Background: an optimization exercise with open tools, aiming at small area. Do not read the settings as production practice. In this exercise RTL edits were held to simulation tests only and were not proved equivalent to the original. No activity file was given, so power comes from the tool's default toggle rates.

File: design/flow/flow/run.sh
#!/bin/bash
# Own layout flow: the standard flow (standard.sh) with these changes:
#  - synthesis: the technology mapping (Yosys's abc pass) uses an area-oriented ABC script
#    (flow/area.abc) instead of ORFS's, and there are no adder cells (ADDER_MAP_FILE empty)
#    and no Kogge-Stone carry map (SYNTH_OPERATIONS_ARGS), so that abc maps adders as plain
#    logic.  Flip-flop mapping, flattening and register naming are the standard synthesis's
#    (synth_recipe.tcl).
#  - placement: the ports are buffered with the smallest buffer (BUFFER_PORTS_ARGS).
#  - clock tree: config.mk's buffer and clustering settings, without dummy loads (CTS_ARGS).
# Each step's full log is in orfs/logs/; make's output is in flow_make.log.
set -euo pipefail
W=$PWD
cat > "$W/synth_area.tcl" <<EOT
proc abc {args} {
  set i [lsearch -exact \$args -script]
  if {\$i >= 0} { set args [lreplace \$args [expr {\$i + 1}] [expr {\$i + 1}] {$W/flow/area.abc}] }
  puts "abc (area script): \$args"
  yosys abc {*}\$args
}
source {$W/synth_recipe.tcl}
EOT
EXTRA="SYNTH_SCRIPT=$W/synth_area.tcl ADDER_MAP_FILE= SYNTH_OPERATIONS_ARGS=-nofsm"
EXTRA="$EXTRA BUFFER_PORTS_ARGS='-buffer_cell sky130_fd_sc_hd__buf_1'"
EXTRA="$EXTRA CTS_ARGS='-sink_clustering_enable -repair_clock_nets -sink_clustering_size 14"
EXTRA="$EXTRA -sink_clustering_max_diameter 100 -buf_list sky130_fd_sc_hd__clkbuf_8 -dont_use_dummy_load'"
sed -e "s|SYNTH_SCRIPT=[^ ]*|$EXTRA|" standard.sh > "$W/standard_area.sh"
grep -q "SYNTH_SCRIPT=$W/synth_area.tcl" "$W/standard_area.sh"
bash "$W/standard_area.sh" finish > "$W/flow_make.log" 2>&1
test -s "$W/out/final.def"
File: design/flow/flow/area.abc
strash
&get -n
&deepsyn -T 60
&put
&get -n
&dch -f
&nf -a -R 1000 -F 20 -A 20 -E 100
&put
File: design/flow/standard.sh
#!/bin/bash
# synth_recipe.tcl (not shown) runs the flow's synth.tcl, then flattens the netlist and writes it again
# the make line also repeats each setting of config.mk as NAME=value (left out here)
make -C /OpenROAD-flow-scripts/flow DESIGN_CONFIG=/design/flow/config.mk WORK_HOME=/design/flow/orfs CLKGATE_MAP_FILE= SYNTH_SCRIPT=/design/flow/synth_recipe.tcl "${@:-finish}"
File: design/flow/config.mk
export PLATFORM = sky130hd
export DESIGN_NAME = game2048
export DESIGN_NICKNAME = game2048
export VERILOG_FILES = /design/flow/design.v
export SDC_FILE = /design/flow/constraint.sdc
export NUM_CORES = 8
export LEC_CHECK = 0
export ABC_AREA = 1
export CAP_MARGIN = 10
export CORE_MARGIN = 2
export CORE_UTILIZATION = 55
export CTS_BUF_LIST = sky130_fd_sc_hd__clkbuf_8
export CTS_CLUSTER_DIAMETER = 100
export CTS_CLUSTER_SIZE = 14
export GPL_TIMING_DRIVEN = 0
export SLEW_MARGIN = 10
File: design/flow/constraint.sdc
create_clock -name core_clock -period 10.0 [get_ports {clk}]
set_input_delay 2.0000 -clock core_clock [delete_from_list [all_inputs] [get_ports {clk}]]
set_output_delay 2.0000 -clock core_clock [all_outputs]
set_load 0.01 [all_outputs]
File: design/flow/design.v
module game2048 (
    btnS, btnL, btnR, btnU, btnD, clk, RsRx, sw,      
    AN, SEG, RsTx                                    
);
input       btnS, btnL, btnR, btnU, btnD, clk, RsRx;
input [1:0] sw;
output [3:0] AN;
output [6:0] SEG;
output      RsTx;
reg [1:0] arst_ff;
always @(posedge clk or posedge btnS)
    if (btnS) arst_ff <= 2'b11;
    else      arst_ff <= {1'b0, arst_ff[1]};
wire rst = arst_ff[0];
wire        pU, pD, pL, pR, tick, scan;
wire [63:0] bd;
wire        bd_rot;
wire [3:0]  mx;
wire        s_merge, s_output;
g2048_timers timers (
    .clk(clk), .rst(rst), .btnU(btnU), .btnD(btnD), .btnL(btnL), .btnR(btnR),
    .pU(pU), .pD(pD), .pL(pL), .pR(pR), .tick(tick), .scan(scan));
g2048_board board (
    .clk(clk), .rst(rst), .pU(pU), .pD(pD), .pL(pL), .pR(pR), .tick(tick), .sw0(sw[0]),
    .bd(bd), .bd_rot(bd_rot), .mx(mx), .s_merge(s_merge), .s_output(s_output));
g2048_display display (
    .clk(clk), .rst(rst), .scan(scan), .mx(mx), .AN(AN), .SEG(SEG));
g2048_frames frames (
    .clk(clk), .rst(rst), .bd(bd), .bd_rot(bd_rot), .s_merge(s_merge), .s_output(s_output),
    .tx(RsTx));
endmodule
module g2048_timers (
    input clk, input rst, input btnU, input btnD, input btnL, input btnR,
    output pU, output pD, output pL, output pR, output tick, output scan);
function [12:0] lfsr13;
    input [12:0] s;
    lfsr13 = {s[11:0], s[12] ^ s[3] ^ s[2] ^ s[0]};
endfunction
reg [12:0] dv_lfsr;
wire clk_en = &dv_lfsr;      
always @(posedge clk)
    if (rst)         dv_lfsr <= 13'h1566;
    else if (clk_en) dv_lfsr <= 13'h0acc;
    else             dv_lfsr <= lfsr13(dv_lfsr);
reg [2:0] step_d_L, step_d_R, step_d_U, step_d_D;
always @(posedge clk)
    if (rst) begin
        step_d_L <= 0; step_d_R <= 0; step_d_U <= 0; step_d_D <= 0;
    end else if (clk_en) begin
        step_d_L <= {btnL, step_d_L[2:1]};
        step_d_R <= {btnR, step_d_R[2:1]};
        step_d_U <= {btnU, step_d_U[2:1]};
        step_d_D <= {btnD, step_d_D[2:1]};
    end
assign pL = ~step_d_L[0] & step_d_L[1];
assign pR = ~step_d_R[0] & step_d_R[1];
assign pU = ~step_d_U[0] & step_d_U[1];
assign pD = ~step_d_D[0] & step_d_D[1];
reg [12:0] tick_lfsr;
assign tick = &tick_lfsr;    
always @(posedge clk)
    if (rst)       tick_lfsr <= 13'h160a;
    else if (tick) tick_lfsr <= 13'h057d;
    else           tick_lfsr <= lfsr13(tick_lfsr);
reg [12:0] scan_lfsr;
assign scan = &scan_lfsr;    
always @(posedge clk)
    if (rst)       scan_lfsr <= 13'h0cf8;
    else if (scan) scan_lfsr <= 13'h0bd1;
    else           scan_lfsr <= lfsr13(scan_lfsr);
endmodule
module g2048_board (
    input clk, input rst, input pU, input pD, input pL, input pR, input tick, input sw0,
    output reg [63:0] bd,        
    output reg bd_rot,           
    output reg [3:0] mx,         
    output s_merge, output s_output);
localparam S_init = 3'd0, S_merge = 3'd1, S_shift = 3'd2, S_gen = 3'd3, S_output = 3'd4;
reg [2:0] state;
reg       ur;            
reg       bfull;         
assign s_merge  = (state == S_merge);
wire   s_shift  = (state == S_shift);
assign s_output = (state == S_output);
wire anybtn = pL | pR | pU | pD;
wire move = (s_merge | s_shift) & anybtn;
wire vert = move & (pU | pD);
wire down_right = pU ? 1'b0 : pD ? 1'b1 : pL ? 1'b0 : 1'b1;
wire rot  = move & (bd_rot ^ down_right);
function [15:0] line_move;
    input [15:0] x;
    input mrg;           
    input sft;           
    reg [3:0] a, b, c, d, nz1, nz2;
    reg za, zb, zc, ecd, m0, mb;
    reg [3:0] s0, s1, s2, s3;    
    reg [3:0] inc;
    reg [3:0] o0, o1, o2, o3;
    begin
        a = x[3:0]; b = x[7:4]; c = x[11:8]; d = x[15:12];
        za = a == 0; zb = b == 0; zc = c == 0;
        nz1 = ~zb ? b : ~zc ? c : d;
        nz2 = ~zc ? c : d;
        ecd = c == d;
        m0 = (a == nz1) | (za & zb);                 
        mb = (b == nz2) | (zb & zc);                 
        if (mrg) begin
            s0 = 4'b0001;
            s1 = m0 ? {zb & ~za & ~zc, ~zb | za, 1'b0, 1'b0} : 4'b0010;
            s2 = m0 ? {(~zb | za) & ~ecd, 3'b000} : mb ? {~zc | zb, 3'b000} : 4'b0100;
            s3 = {~m0 & ~mb & ~ecd, 3'b000};
            inc = {1'b0, ~m0 & ~mb & ecd & ~zc, m0 ? ((~zb | za) & ecd & ~zc) : (mb & ~zb), m0 & ~za};
        end else if (sft) begin
            s0 = {za & zb & zc, za & zb & ~zc, za & ~zb, ~za};
            s1 = {(za & zb & ~zc) | (za & ~zb & zc) | (~za & zb & zc), (za ^ zb) & ~zc, ~za & ~zb, 1'b0};
            s2 = {(~za & ~zb & zc) | (~za & zb & ~zc) | (za & ~zb & ~zc), ~za & ~zb & ~zc, 2'b00};
            s3 = {~za & ~zb & ~zc, 3'b000};
            inc = 4'b0000;
        end else begin
            s0 = 4'b0001; s1 = 4'b0010; s2 = 4'b0100; s3 = 4'b1000;
            inc = 4'b0000;
        end
        o0 = (({4{s0[0]}} & a) | ({4{s0[1]}} & b) | ({4{s0[2]}} & c) | ({4{s0[3]}} & d)) + {3'd0, inc[0]};
        o1 = (({4{s1[0]}} & a) | ({4{s1[1]}} & b) | ({4{s1[2]}} & c) | ({4{s1[3]}} & d)) + {3'd0, inc[1]};
        o2 = (({4{s2[0]}} & a) | ({4{s2[1]}} & b) | ({4{s2[2]}} & c) | ({4{s2[3]}} & d)) + {3'd0, inc[2]};
        o3 = (({4{s3[0]}} & a) | ({4{s3[1]}} & b) | ({4{s3[2]}} & c) | ({4{s3[3]}} & d)) + {3'd0, inc[3]};
        line_move = {o3, o2, o1, o0};
    end
endfunction
reg [63:0] lines_in, lines_out, moved;
integer j, p;
always @(*) begin
    for (j = 0; j < 4; j = j + 1)
        for (p = 0; p < 4; p = p + 1)
            case ({vert, rot})
            2'b00: lines_in[16*j + 4*p +: 4] = bd[4*(j*4 + p) +: 4];
            2'b01: lines_in[16*j + 4*p +: 4] = bd[4*(15 - (j*4 + p)) +: 4];
            2'b10: lines_in[16*j + 4*p +: 4] = bd[4*(p*4 + j) +: 4];
            default: lines_in[16*j + 4*p +: 4] = bd[4*(15 - (p*4 + j)) +: 4];
            endcase
    for (j = 0; j < 4; j = j + 1)
        lines_out[16*j +: 16] = line_move(lines_in[16*j +: 16], move & s_merge, move & s_shift);
    for (j = 0; j < 4; j = j + 1)
        for (p = 0; p < 4; p = p + 1)
            moved[4*(j*4 + p) +: 4] = vert ? lines_out[16*p + 4*j +: 4] : lines_out[16*j + 4*p +: 4];
end
reg [15:0] empty;
integer e;
always @(*)
    for (e = 0; e < 16; e = e + 1)
        empty[e] = (bd[4*e +: 4] == 4'd0);
wire win  = (mx == 4'd11);
wire full = ~|empty;
wire lose = full & bfull;
localparam [63:0] RU_ORDER = {4'd12, 4'd13, 4'd8, 4'd14, 4'd9, 4'd4, 4'd15, 4'd10,
                              4'd5, 4'd0, 4'd11, 4'd6, 4'd1, 4'd7, 4'd2, 4'd3};
wire use_ld = ~(sw0 ^ ur) ^ bd_rot;    
reg [15:0] place;
reg        found_ru, found_ld;
integer g;
always @(*) begin
    place = 16'd0;
    found_ru = 1'b0;
    found_ld = 1'b0;
    for (g = 0; g < 16; g = g + 1) begin
        if (!use_ld && empty[RU_ORDER[4*g +: 4]] && !found_ru) place[RU_ORDER[4*g +: 4]] = 1'b1;
        if (empty[RU_ORDER[4*g +: 4]]) found_ru = 1'b1;
        if (use_ld && empty[RU_ORDER[4*(15-g) +: 4]] && !found_ld) place[RU_ORDER[4*(15-g) +: 4]] = 1'b1;
        if (empty[RU_ORDER[4*(15-g) +: 4]]) found_ld = 1'b1;
    end
end
always @(posedge clk)
    if (rst) begin
        state <= S_gen;
        ur    <= 1'b0;
    end else if (state == S_output)
        state <= S_init;
    else if (state == S_init) begin
        if (anybtn & tick & ~lose & ~win) begin
            state <= S_merge;
            ur    <= pU | pR;
        end
    end else
        state <= state + 3'd1;
integer t;
always @(posedge clk)
    if (rst) begin
        bd     <= 64'd0;
        bd_rot <= 1'b0;
        bfull  <= 1'b0;
    end else begin
        bd <= moved;
        if (move) bd_rot <= down_right;
        if (state == S_gen && ~win)
            for (t = 0; t < 16; t = t + 1) if (place[t]) bd[4*t] <= 1'b1;
        if (move & s_shift) bfull <= full;
    end
reg [15:0] cand;
integer m, bi;
always @(*) begin
    cand = 16'hffff;
    for (bi = 3; bi >= 0; bi = bi - 1) begin
        mx[bi] = 1'b0;
        for (m = 0; m < 16; m = m + 1)
            mx[bi] = mx[bi] | (cand[m] & bd[4*m + bi]);
        for (m = 0; m < 16; m = m + 1)
            cand[m] = cand[m] & (bd[4*m + bi] | ~mx[bi]);
    end
end
endmodule
module g2048_display (
    input clk, input rst, input scan, input [3:0] mx,
    output reg [3:0] AN, output reg [6:0] SEG);
reg [1:0] LED_counter;
always @(posedge clk)
    if (rst)       LED_counter <= 2'd0;
    else if (scan) LED_counter <= LED_counter + 2'd1;
always @(*) begin
    case (LED_counter)
    2'd0: AN = 4'b1110;
    2'd1: AN = 4'b1101;
    2'd2: AN = 4'b1011;
    default: AN = 4'b0111;
    endcase
    case (LED_counter)
    2'd0:    
        case (mx)
        4'd11, 4'd7, 4'd3: SEG = 7'b0000000;
        4'd10, 4'd6, 4'd2: SEG = 7'b0011001;
        4'd9, 4'd5, 4'd1:  SEG = 7'b0100100;
        4'd8, 4'd4:        SEG = 7'b0000010;
        default:           SEG = 7'b0000110;
        endcase
    2'd1:    
        case (mx)
        4'd11: SEG = 7'b0011001;
        4'd10: SEG = 7'b0100100;
        4'd9:  SEG = 7'b1111001;
        4'd8:  SEG = 7'b0010010;
        4'd7:  SEG = 7'b0100100;
        4'd6:  SEG = 7'b0000010;
        4'd5:  SEG = 7'b0110000;
        4'd4:  SEG = 7'b1111001;
        4'd3, 4'd2, 4'd1: SEG = 7'b1111111;
        default: SEG = 7'b0010010;
        endcase
    2'd2:    
        case (mx)
        4'd11, 4'd10: SEG = 7'b1000000;
        4'd9:  SEG = 7'b0010010;
        4'd8:  SEG = 7'b0100100;
        4'd7:  SEG = 7'b1111001;
        4'd6, 4'd5, 4'd4, 4'd3, 4'd2, 4'd1: SEG = 7'b1111111;
        default: SEG = 7'b1000000;
        endcase
    default:     
        case (mx)
        4'd11: SEG = 7'b0100100;
        4'd10: SEG = 7'b1111001;
        4'd9, 4'd8, 4'd7, 4'd6, 4'd5, 4'd4, 4'd3, 4'd2, 4'd1: SEG = 7'b1111111;
        default: SEG = 7'b1000111;
        endcase
    endcase
end
endmodule
module g2048_frames (
    input clk, input rst, input [63:0] bd, input bd_rot, input s_merge, input s_output,
    output tx);
reg  [7:0] wrem;         
reg  [7:0] fcnt;         
reg  [5:0] q;            
wire busy   = |wrem;
wire ffull  = &fcnt;
wire fempty = ~|fcnt;
wire stb    = s_output & ~busy;
wire wr     = busy & ~ffull;
wire rd     = ~fempty & (q == 6'd0);
always @(posedge clk)
    if (rst) begin
        wrem <= 8'd0;
        fcnt <= 8'd0;
    end else begin
        if (stb)     wrem <= 8'd175;
        else if (wr) wrem <= wrem - 8'd1;
        fcnt <= fcnt + {7'd0, wr} - {7'd0, rd};
    end
reg        bf;           
reg [63:0] snap_x;       
reg [63:0] snap_y;       
reg        x_rot, y_rot;  
reg [1:0]  dloc;         
wire copy = s_merge & bf;
always @(posedge clk)
    if (rst)       bf <= 1'b0;
    else if (stb)  bf <= 1'b1;
    else if (copy) bf <= 1'b0;
always @(posedge clk)
    if (copy) begin
        snap_x <= bd;
        snap_y <= snap_x;
        x_rot  <= bd_rot;
        y_rot  <= x_rot;
    end
reg [3:0] rtop;          
reg [1:0] rf;            
reg [2:0] rp;            
wire frame_end = (rtop == 4'd15) & (rp == 3'd5);
always @(posedge clk)
    if (rst) begin
        rtop <= 4'd15;
        rf   <= 2'd3;
        rp   <= 3'd5;
    end else if (rd) begin
        if (!rtop[3]) rtop <= rtop + 4'd1;
        else if (rp == 3'd5) begin
            rtop <= frame_end ? 4'd1 : rtop + 4'd1;
            rf <= 2'd0;
            rp <= 3'd0;
        end else if (rp == 3'd4 && rf != 2'd3) begin
            rf <= rf + 2'd1;
            rp <= 3'd0;
        end else
            rp <= rp + 3'd1;
    end
always @(posedge clk)
    if (rst) dloc <= 2'd0;
    else     dloc <= dloc + {1'b0, copy} - {1'b0, rd & frame_end};
wire [1:0] trow = rtop[2:1];
wire       trot = dloc[1] ? bd_rot : dloc[0] ? y_rot : x_rot;
wire [3:0] tidx = {trow, rf} ^ {4{trot}};
reg  [3:0] tile;
always @(*) begin
    if (dloc[1])           tile = bd[4*tidx +: 4];
    else if (dloc == 2'd0) tile = snap_x[4*tidx +: 4];
    else                   tile = snap_y[4*tidx +: 4];
end
function [7:0] digit;
    input [3:0] t;
    input [1:0] pos;
    begin
        digit = " ";
        case (pos)
        2'd0: case (t)
              4'd11: digit = "2";
              4'd10: digit = "1";
              default: ;
              endcase
        2'd1: case (t)
              4'd11, 4'd10: digit = "0";
              4'd9: digit = "5";
              4'd8: digit = "2";
              4'd7, 4'd4: digit = "1";
              4'd6: digit = "6";
              4'd5: digit = "3";
              default: ;
              endcase
        2'd2: case (t)
              4'd11, 4'd6, 4'd2: digit = "4";
              4'd10, 4'd7, 4'd5, 4'd1: digit = "2";
              4'd9: digit = "1";
              4'd8: digit = "5";
              4'd4: digit = "6";
              4'd3: digit = "8";
              default: ;
              endcase
        default: case (t)
              4'd11, 4'd7: digit = "8";
              4'd10: digit = "4";
              4'd9: digit = "2";
              4'd8: digit = "6";
              default: ;
              endcase
        endcase
    end
endfunction
reg [7:0] ch;
always @(*) begin
    if (!rtop[3])
        case (rtop[2:0])
        3'd1, 3'd5: ch = 8'd27;
        3'd2, 3'd6: ch = "[";
        3'd3:       ch = "2";
        3'd4:       ch = "J";
        default:    ch = "H";
        endcase
    else if (rtop[2:0] == 3'd7)
        ch = 8'd0;
    else if (rp == 3'd5)
        ch = "\r";
    else if (rp == 3'd4)
        ch = (rf == 2'd3) ? "\n" : (rtop[0] ? "+" : "|");
    else
        ch = rtop[0] ? "-" : digit(tile, rp[1:0]);
end
always @(posedge clk)
    if (rst) q <= 6'd0;
    else if (rd) q <= 6'd3;
    else if (q == 6'd47) q <= 6'd0;
    else if (q != 6'd0) q <= q + 6'd1;
reg txb;
always @(*)
    case (q[5:2])
    4'd1: txb = 1'b0;
    4'd2: txb = ch[0];
    4'd3: txb = ch[1];
    4'd4: txb = ch[2];
    4'd5: txb = ch[3];
    4'd6: txb = ch[4];
    4'd7: txb = ch[5];
    4'd8: txb = ch[6];
    4'd9: txb = ch[7];
    default: txb = 1'b1;
    endcase
assign tx = txb;
endmodule
==> results.sh, run 1 <==
export IMPL_status="complete, no violations"
export IMPL_hold_path_class="reg -> reg"
export IMPL_worstMarginPinSlew_ps=1252
export IMPL_place_ws_ps=938.7
export IMPL_io_buffer_count=18
export IMPL_syn_nets=1646
export IMPL_area_delta_synth_final_pct=7.031
export IMPL_p_seq_share_pct=42.3
export IMPL_slowest_stage="o21ai_1"
export IMPL_p_sw_share_pct=40.23
export IMPL_cts_sinks=289
export IMPL_drt_total_wl_mm=51.19
export IMPL_ir_drop_mv=0.1338
export IMPL_gp_congestion=0.9922
export IMPL_grt_max_degree=68
export IMPL_hold_viol_final=0
export IMPL_setup_viol=0
export IMPL_end_kind="output port"
export IMPL_drtIter0Drc=1806
export IMPL_num_vias=14463
export IMPL_cp_arrival_ps=7500
export IMPL_rsz0062_at_grt="no"
export IMPL_period_minus_slack_ps=9497
export IMPL_critical_path_required_ps=8000
export IMPL_synth_flop_cell="dfxtp_1"
export IMPL_num_antenna_cells=0
export IMPL_rrSetupSlack_ps=1730
export IMPL_worst_slack_ps=502.6
export IMPL_slew_headroom_pct=16.25
export IMPL_grt_usage_pct=33.89
export IMPL_critPathBufInv=2
export IMPL_cts_resized=0
export IMPL_yosys_area_top_type="edfxtp_1"
export IMPL_rows=61
export IMPL_drive_above_1_share_pct=2.905
export IMPL_drt_pass1_iterations=8
export IMPL_path_class="reg -> out"
export IMPL_cp_top_family="compound AO/OA/AOI/OAI gates"
export IMPL_holdWs_ps=368.2
export IMPL_yosys_top_cells_area="edfxtp_1, dfxtp_1, nor2_1"
export IMPL_clock_latency_ps=570
export IMPL_slew_viol_final=0
export IMPL_clk_pin_slew_worst_paths_ps=90
export IMPL_yosys_cell_types_count=66
export IMPL_yosys_warnings=5
export IMPL_pwr_share_clk_pct=18.3
export IMPL_cts_hold_buf=0
export IMPL_first_global_vias=13083
export IMPL_p_int_mw=1.955
export IMPL_detail_route_wl_per_cell_um=24.79
export IMPL_synthArstFlopShare_pct=0.6920
export IMPL_final_common_cell="dfxtp_1"
export IMPL_floorplan_initialDensity_pct=55.99
export IMPL_max_cap_violations=0
export IMPL_avgSynthCellArea_um2=9.501
export IMPL_cts_max_level=1
export IMPL_core_um2=27780
export IMPL_fmaxAchievable_ghz=0.1053
export IMPL_grt_pass1_wl_mm=76.62
export IMPL_crit_path_max_fanout=19
export IMPL_ant_nets=0
export IMPL_die_h_um=172.2
export IMPL_cts_buffers=24
export IMPL_die_x_um=172.2
export IMPL_syn_inst=1637
export IMPL_yosysTopAreaCellShare_pct=25.10
export IMPL_hpwl_mm=35.81
export IMPL_die_area_um2=29640
export IMPL_fin_nets=1698
export IMPL_final_cell_mix="dfxtp_1, nor2_1, edfxtp_1"
export IMPL_cts_root_buf="clkbuf_8"
export IMPL_p_leak_nw=5.377
export IMPL_comb_power_share_pct=39.4
export IMPL_finalCritPeriodShare_pct=94.97
export IMPL_clockBufferDepth=3
export IMPL_fillers=2522
export IMPL_cts_tree="built"
export IMPL_timing_critical_path_slowest_cell_delay_ps=790
export IMPL_synth_edff_count=130
export IMPL_syn_area_um2=15550
export IMPL_grt_overflow=0
export IMPL_fin_worst_skew_ps=31.67
export IMPL_multiInputGateArea_um2=8352
export IMPL_ios=21
export IMPL_path_cells="clkinv_1 > o21ai_1 > xor2_1 > nand2_1 > o221a_1 > o221ai_1 > nand3_1 > a32oi_1 > o21ai_0 > nor2_1 > nor2_1 > a22oi_1 > nand3_1 > o21bai_1 > a21o_1 > a32oi_1 > o21ai_0 > a221oi_1 > o221ai_1 > nand4_1 > buf_1"
export IMPL_power_density_nw_per_um2=196.5
export IMPL_yosys_register_bits=289
export IMPL_regArea_um2=7106
export IMPL_cts_setup_buffers=0
export IMPL_drc_errors=0
export IMPL_yosysSeqAreaShare_pct=45.64
export IMPL_antenna_found_initial=0
export IMPL_power_switching_mw=1.316
export IMPL_cp_start_kind="flip-flop"
export IMPL_routed_via_density=7.004
## state kept, by name, indices dropped and copies added, names as in the netlist, 3 cells and up
name and cells:
frames.rtop 4, frames.rp 3, board.state 3, frames.wrem 8, timers.step_d_R 3, frames.snap_x 64
timers.tick_lfsr 13, timers.step_d_L 3, timers.step_d_D 3, frames.fcnt 8, timers.step_d_U 3, timers.scan_lfsr 13
timers.dv_lfsr 13, frames.q 6, board.bd 64, frames.snap_y 64
## stage by stage
stage / total power [mW] / instance area [um^2] / cells / TNS, ps / util (%)
2_1_floorplan: 2.305 / 15550 / 1637 / 0 / -
3_3_place_gp: 2.645 / 16090 / 2033 / -8035 / 57.93
3_5_place_dp: 2.665 / 16280 / 2040 / 0 / 58.61
4_1_cts: 3.249 / 16610 / 2064 / 0 / 59.80
5_1_grt: 3.449 / 16650 / 2065 / 0 / 59.92
6_report: 3.271 / 16650 / 2065 / 0 / 59.92
## cell type report
cell class	instances	share of cell area, %
Multi-Input combinational cell	1305	50.17
Sequential cell	289	42.68
Tap cell	378	2.841
Clock buffer	24	1.984
Timing Repair Buffer	26	1.353
Inverter	43	0.9696
## power by group through the flow
stage	clock [mW]	combinational [mW]	sequential [mW]
5_1_grt	0.643	1.41	1.39
3_5_place_dp	0	1.26	1.41
4_1_cts	0.606	1.26	1.38
2_1_floorplan	0	0.923	1.38
6_report	0.597	1.29	1.38
3_3_place_gp	0	1.24	1.41
## worst register-to-register path, stage by stage, from the launching register on
cell,delay [ps]
dfxtp_1,360
nor2b_1,270
a21o_1,150
nor3_1,60
or2_0,240
nor2_1,170
and2_2,680
nand2_1,840
nand2_1,1120
mux2i_1,580
nand3_1,180
nor2b_1,490
nand2_1,140
nand3_1,110
nand2_1,60
nor4_1,780
and2_0,250
nor2_1,80
xnor2_1,140
nand2_1,270
a31oi_1,120
a21oi_1,350
nand3_1,210
nor2_1,170
xnor2_1,160
o22ai_1,110
## path summary, 6_finish.rpt
kind	startpoint	end	depth (start not counted)
setup / recovery	frames.dloc[1]$_SDFF_PP0_	RsTx	21
hold / removal	arst_ff[1]$_DFF_PP1_	arst_ff[0]$_DFF_PP1_	0
setup reg to reg	timers.step_d_U[1]$_SDFFE_PP0P_	board.bd[27]$_SDFF_PP0_	25
hold reg to reg	arst_ff[1]$_DFF_PP1_	arst_ff[0]$_DFF_PP1_	0
max in group asynchronous	btnS	arst_ff[1]$_DFF_PP1_	2
min in group asynchronous	btnS	arst_ff[1]$_DFF_PP1_	2
## cell usage after synthesis (4+ instances only)
cell and instances:
a22o_1 15, a222oi_1 16, nor3_1 56, mux2i_1 43
a31oi_1 20, nand2b_1 24, a32oi_1 5, a211oi_1 10
or4_1 14, o221a_1 22, or3_1 11, a221oi_1 17
a22oi_1 12, xor2_1 45, nor2_1 155, or2_0 28
nand2_1 129, nor4_1 34, a21oi_1 90, o22ai_1 86
clkinv_1 43, o31ai_1 5, and3_1 15, mux2_1 5
o21bai_1 9, nor2b_1 26, xnor2_1 52, o221ai_1 47
edfxtp_1 130, o21ai_0 93, nand3_1 42, o211ai_1 11
nand4_1 30, o21a_1 23, a21o_1 12, a221o_1 8
a31o_1 4, dfxtp_1 157, a21boi_0 5, and2_0 20
o32ai_1 5, o22a_1 20
## metal layers
metal | vias up | routed length [um] | GRT usage, %
met5 | - | 0 | 0
li1 | 6580 | - | -
met4 | 0 | 2296 | 13.77
met1 | 6899 | 21600 | 47.03
met2 | 836 | 22200 | 52.23
met3 | 148 | 5095 | 6.500
## logic make-up after synthesis
| family | count (synthesis) | synth area share, % |
|---|---|---|
| buffers and inverters | 43 | 1.038 |
| AOI/OAI and AO/OA | 559 | 25.28 |
| DFF | 289 | 45.64 |
| xor gates and xnor gates | 97 | 5.462 |
| and+or+nand+nor | 597 | 18.99 |
| muxes | 51 | 3.564 |
| other | 1 | 0.02411 |
==> inputs of run 2 (changes only) <==
--- a/design/flow/flow/run.sh
+++ b/design/flow/flow/run.sh
@@ -21,8 +21,8 @@
 EOT
 EXTRA="SYNTH_SCRIPT=$W/synth_area.tcl ADDER_MAP_FILE= SYNTH_OPERATIONS_ARGS=-nofsm"
 EXTRA="$EXTRA BUFFER_PORTS_ARGS='-buffer_cell sky130_fd_sc_hd__buf_1'"
-EXTRA="$EXTRA CTS_ARGS='-sink_clustering_enable -repair_clock_nets -sink_clustering_size 14"
-EXTRA="$EXTRA -sink_clustering_max_diameter 100 -buf_list sky130_fd_sc_hd__clkbuf_8 -dont_use_dummy_load'"
+EXTRA="$EXTRA CTS_ARGS='-sink_clustering_enable -repair_clock_nets -sink_clustering_size 8"
+EXTRA="$EXTRA -sink_clustering_max_diameter 60 -buf_list sky130_fd_sc_hd__clkbuf_4 -root_buf sky130_fd_sc_hd__clkbuf_8 -dont_use_dummy_load'"
 sed -e "s|SYNTH_SCRIPT=[^ ]*|$EXTRA|" standard.sh > "$W/standard_area.sh"
 grep -q "SYNTH_SCRIPT=$W/synth_area.tcl" "$W/standard_area.sh"
 bash "$W/standard_area.sh" finish > "$W/flow_make.log" 2>&1
==> design/flow/flow/area.abc (replaced) <==
strash
&get -n
&deepsyn -T 60
&put
&get -n
&dch -f
&nf -a -R 1000 -F 20 -A 20
&put
--- a/design/flow/config.mk
+++ b/design/flow/config.mk
@@ -10,7 +10,7 @@
 export CORE_MARGIN = 2
 export CORE_UTILIZATION = 55
 export CTS_BUF_LIST = sky130_fd_sc_hd__clkbuf_8
-export CTS_CLUSTER_DIAMETER = 100
-export CTS_CLUSTER_SIZE = 14
+export CTS_CLUSTER_DIAMETER = 80
+export CTS_CLUSTER_SIZE = 12
 export GPL_TIMING_DRIVEN = 0
 export SLEW_MARGIN = 10
==> run 2 against run 1 <==
  * Still clean
  * Wire length is 1.0% higher
  * Non-clock buffer count rose by 6
  * Register-to-register slack worse by 380 ps
  * Global-route usage rose by 0.83 points
  * Fmax is 0.97% higher
  * Combinational power barely moved
  * Sequential cell count is the same
  * Total power is 0.69% higher
  * Clock skew up 27 ps
  * Clock power is 3.9% higher
  * Sequential share of layout area shrank 0.38 points
  * Sequential power about the same
  * Critical endpoint unchanged
  * Highest routed layer unchanged
==> results.sh, run 2 <==
export IMPL_status="complete, no violations"
export IMPL_area_delta_synth_final_pct=7.796
export IMPL_power_switching_mw=1.344
export IMPL_yosys_register_bits=289
export IMPL_ios=21
export IMPL_hold_viol_final=0
export IMPL_yosys_top_cells_area="edfxtp_1, dfxtp_1, nor2_1"
export IMPL_dp_cells=2116
export IMPL_cts_sinks=289
export IMPL_final_util_pct=60.24
export IMPL_cp_start_kind="flip-flop"
export IMPL_crit_top_cell="a21oi_1"
export IMPL_yosys_warnings=5
export IMPL_p_seq_share_pct=42.5
export IMPL_synthArstFlopShare_pct=0.6920
export IMPL_hold_path_class="reg -> reg"
export IMPL_clk_pin_slew_worst_paths_ps=80
export IMPL_slowest_stage="dfxtp_1"
export IMPL_ir_drop_mv=0.1231
export IMPL_syn_nets=1715
export IMPL_critical_path_required_ps=8000
export IMPL_drc_errors=0
export IMPL_drt_pass1_iterations=6
export IMPL_finalCritPeriodShare_pct=94.06
export IMPL_die_x_um=172.2
export IMPL_path_cells="a21oi_2 > xnor2_1 > and2_0 > a22oi_1 > nand3_1 > a21oi_1 > a31oi_1 > a31oi_1 > o221ai_1 > clkinv_1 > a21oi_1 > o22ai_1 > or3_1 > nor2_1 > o21ai_0 > a21oi_1 > o221ai_1 > a21oi_1 > o22ai_1 > o211ai_1 > nand4_1 > buf_1"
export IMPL_cts_max_level=2
export IMPL_max_cap_violations=0
export IMPL_power_density_nw_per_um2=196.3
export IMPL_fillers=2491
export IMPL_p_int_mw=1.950
export IMPL_end_kind="output port"
export IMPL_num_antenna_cells=0
export IMPL_path_class="reg -> out"
export IMPL_die_h_um=172.2
export IMPL_yosys_cell_types_count=63
export IMPL_slew_headroom_pct=16.61
export IMPL_drt_total_wl_mm=51.73
export IMPL_synth_flop_cell="dfxtp_1"
export IMPL_rsz0062_at_grt="no"
export IMPL_grt_overflow=0
export IMPL_avgSynthCellArea_um2=9.125
export IMPL_period_minus_slack_ps=9406
export IMPL_io_buffer_count=18
export IMPL_p_sw_share_pct=40.80
export IMPL_final_cell_mix="nor2_1, dfxtp_1, nand2_1"
export IMPL_reg_top3="board.bd: 64 flops, frames.snap_x: 64 flops, frames.snap_y: 64 flops"
export IMPL_worstMarginPinSlew_ps=1251
export IMPL_cp_top_family="compound AO/OA/AOI/OAI gates"
export IMPL_post_synth_top_count_cell="nor2_1"
export IMPL_drtIter0Drc=1841
export IMPL_p_leak_nw=5.610
export IMPL_clockBufferDepth=3
export IMPL_grt_usage_pct=34.72
export IMPL_yosysTopAreaCellShare_pct=25.08
export IMPL_final_cells=2159
export IMPL_fmaxAchievable_ghz=0.1063
export IMPL_yosys_area_top_type="edfxtp_1"
export IMPL_cts_root_buf="clkbuf_8"
export IMPL_comb_power_share_pct=38.7
export IMPL_antenna_found_initial=0
export IMPL_critPathBufInv=2
export IMPL_cp_arrival_ps=7410
export IMPL_fin_nets=1792
export IMPL_hpwl_mm=35.72
export IMPL_routed_via_density=6.889
export IMPL_rows=61
export IMPL_syn_inst=1706
export IMPL_fin_tns_setup_ps=0
export IMPL_cts_buffers=43
export IMPL_core_um2=27860
export IMPL_syn_area_um2=15570
export IMPL_drive_above_1_share_pct=4.211
export IMPL_yosysSeqAreaShare_pct=45.60
export IMPL_setup_viol=0
export IMPL_ant_nets=0
export IMPL_crit_path_max_fanout=23
export IMPL_grt_max_degree=59
export IMPL_clock_latency_ps=570
export IMPL_num_vias=14874
export IMPL_detail_route_wl_per_cell_um=23.96
export IMPL_cts_hold_buf=0
export IMPL_timing_critical_path_slowest_cell_delay_ps=980
export IMPL_first_global_vias=13465
export IMPL_final_common_cell="nor2_1"
export IMPL_die_area_um2=29670
export IMPL_grt_pass1_wl_mm=78.40
export IMPL_fin_worst_skew_ps=58.46
export IMPL_power_mw=3.293
export IMPL_cts_tree="built"
export IMPL_pwr_share_clk_pct=18.8
export IMPL_synth_edff_count=130
export IMPL_slew_viol_final=0
export IMPL_synthTopCellsByCount="nor2_1, dfxtp_1, nand2_1, edfxtp_1, o21ai_0"
export IMPL_gp_congestion=1.012
export IMPL_floorplan_initialDensity_pct=55.88
run 2: cells by family after synthesis:
logic type	after synthesis	synth area share (%)
flip-flops	289	45.60
AND/OR/NAND/NOR	645	19.84
multiplexers	50	3.271
XOR/XNOR	98	5.514
AO/OA/AOI/OAI	561	24.26
other	1	0.02409
buffers and inverters	62	1.495
run 2: per-stage QoR:
stage | hold WS [ps] | worst slack (ps) | area (um^2)
detailed placement | 350.5 | 694.5 | 16390
global route | 372.0 | 87.16 | 16780
CTS | 366.3 | 80.15 | 16740
finish | 364.1 | 593.8 | 16780
floorplan | 345.2 | 1092 | 15570
global placement | 348.9 | -1160 | 16110
run 2: worst register-to-register path, cell delays in order (launching register included):
cell and delay [ps]:
dfxtp_1 350, nor2b_1 190, a21oi_1 120, a31oi_1 430
nand2b_1 200, nor2_4 670, nand2_1 910, nand2_1 1120
mux2i_1 550, nand3_1 160, nor2b_1 530, a21boi_0 260
a21oi_1 200, o21ai_0 100, nor3_1 400, nor3_1 160
o21ai_0 590, and2_0 450, mux2i_1 280, nand2_1 90
or2_0 270, nor2_1 190, xnor2_1 160, o22ai_1 110
run 2: final timing paths:
| kind | start | endpoint | slack (ps) | depth (start not counted) |
|---|---|---|---|---|
| setup reg to reg | timers.step_d_D[1]$_SDFFE_PP0P_ | board.bd[39]$_SDFF_PP0_ | 1350 | 23 |
| max in group asynchronous | btnS | arst_ff[0]$_DFF_PP1_ | 8540 | 2 |
| min in group asynchronous | btnS | arst_ff[1]$_DFF_PP1_ | 1440 | 2 |
| hold reg to reg | arst_ff[1]$_DFF_PP1_ | arst_ff[0]$_DFF_PP1_ | 360 | 0 |
| setup / recovery | frames.dloc[1]$_SDFF_PP0_ | RsTx | 590 | 22 |
| hold / removal | arst_ff[1]$_DFF_PP1_ | arst_ff[0]$_DFF_PP1_ | 360 | 0 |
run 2: what timing repair did:
action,CTS,global route
buffers inserted,0,0
setup endpoints to repair,0,2
resized for setup,0,4
run 2: final cells by class:
type                            instances  area (um^2)  area share [%]
Sequential cell                       289         7099           42.31
Multi-Input combinational cell       1355         8332           49.65
Clock buffer                           43        354.1           2.110
Inverter                               62        232.7           1.387
Tap cell                              378        473.0           2.818
Timing Repair Buffer                   32        290.3           1.730
run 2: power groups by stage:
| stage | combinational [mW] | clock [mW] | sequential (mW) |
|---|---|---|---|
| floorplan | 0.898 | 0 | 1.39 |
| global placement | 1.22 | 0 | 1.42 |
| detailed placement | 1.24 | 0 | 1.42 |
| CTS | 1.25 | 0.629 | 1.40 |
| global route | 1.40 | 0.682 | 1.41 |
| finish | 1.27 | 0.620 | 1.40 |
run 2: metal layers:
metal | vias up | GRT usage (%) | wire [um]
met5 | - | 0 | 0
met4 | 0 | 18.52 | 3206
met3 | 203 | 6.271 | 5120
met2 | 827 | 54.01 | 22660
met1 | 7030 | 46.20 | 20740
li1 | 6814 | - | -

[afterwards: timing with drivers on the ports]
The flow's constraints put no driver on any port. The routed layouts listed below were extracted and timed again, unchanged, in two steps.
Step 1: set_driving_cell puts a clkbuf_16 on clk and a buf_2 on each other input, an assumption about the parent block.
Step 2 also shifts input and output timing later by t, the mid clock arrival at the registers, as if the neighbouring blocks saw the same clock.
Slacks: no drivers / after step 1 / after step 2; pairs: no drivers / after step 1.
run | shift t [ns] | setup WS [ns] | worst setup path at the end | latest minus earliest clock arrival (ns) | slew at the worst register clock pin (ns)
run 1 | 0.609 | 0.503 / 0.454 / 1.063 | register to output | 0.041 / 0.041 | 0.11 / 0.11
run 2 | 0.586 | 0.594 / 0.546 / 1.132 | register to output | 0.058 / 0.059 | 0.11 / 0.11
After both steps every run listed still meets setup and hold.
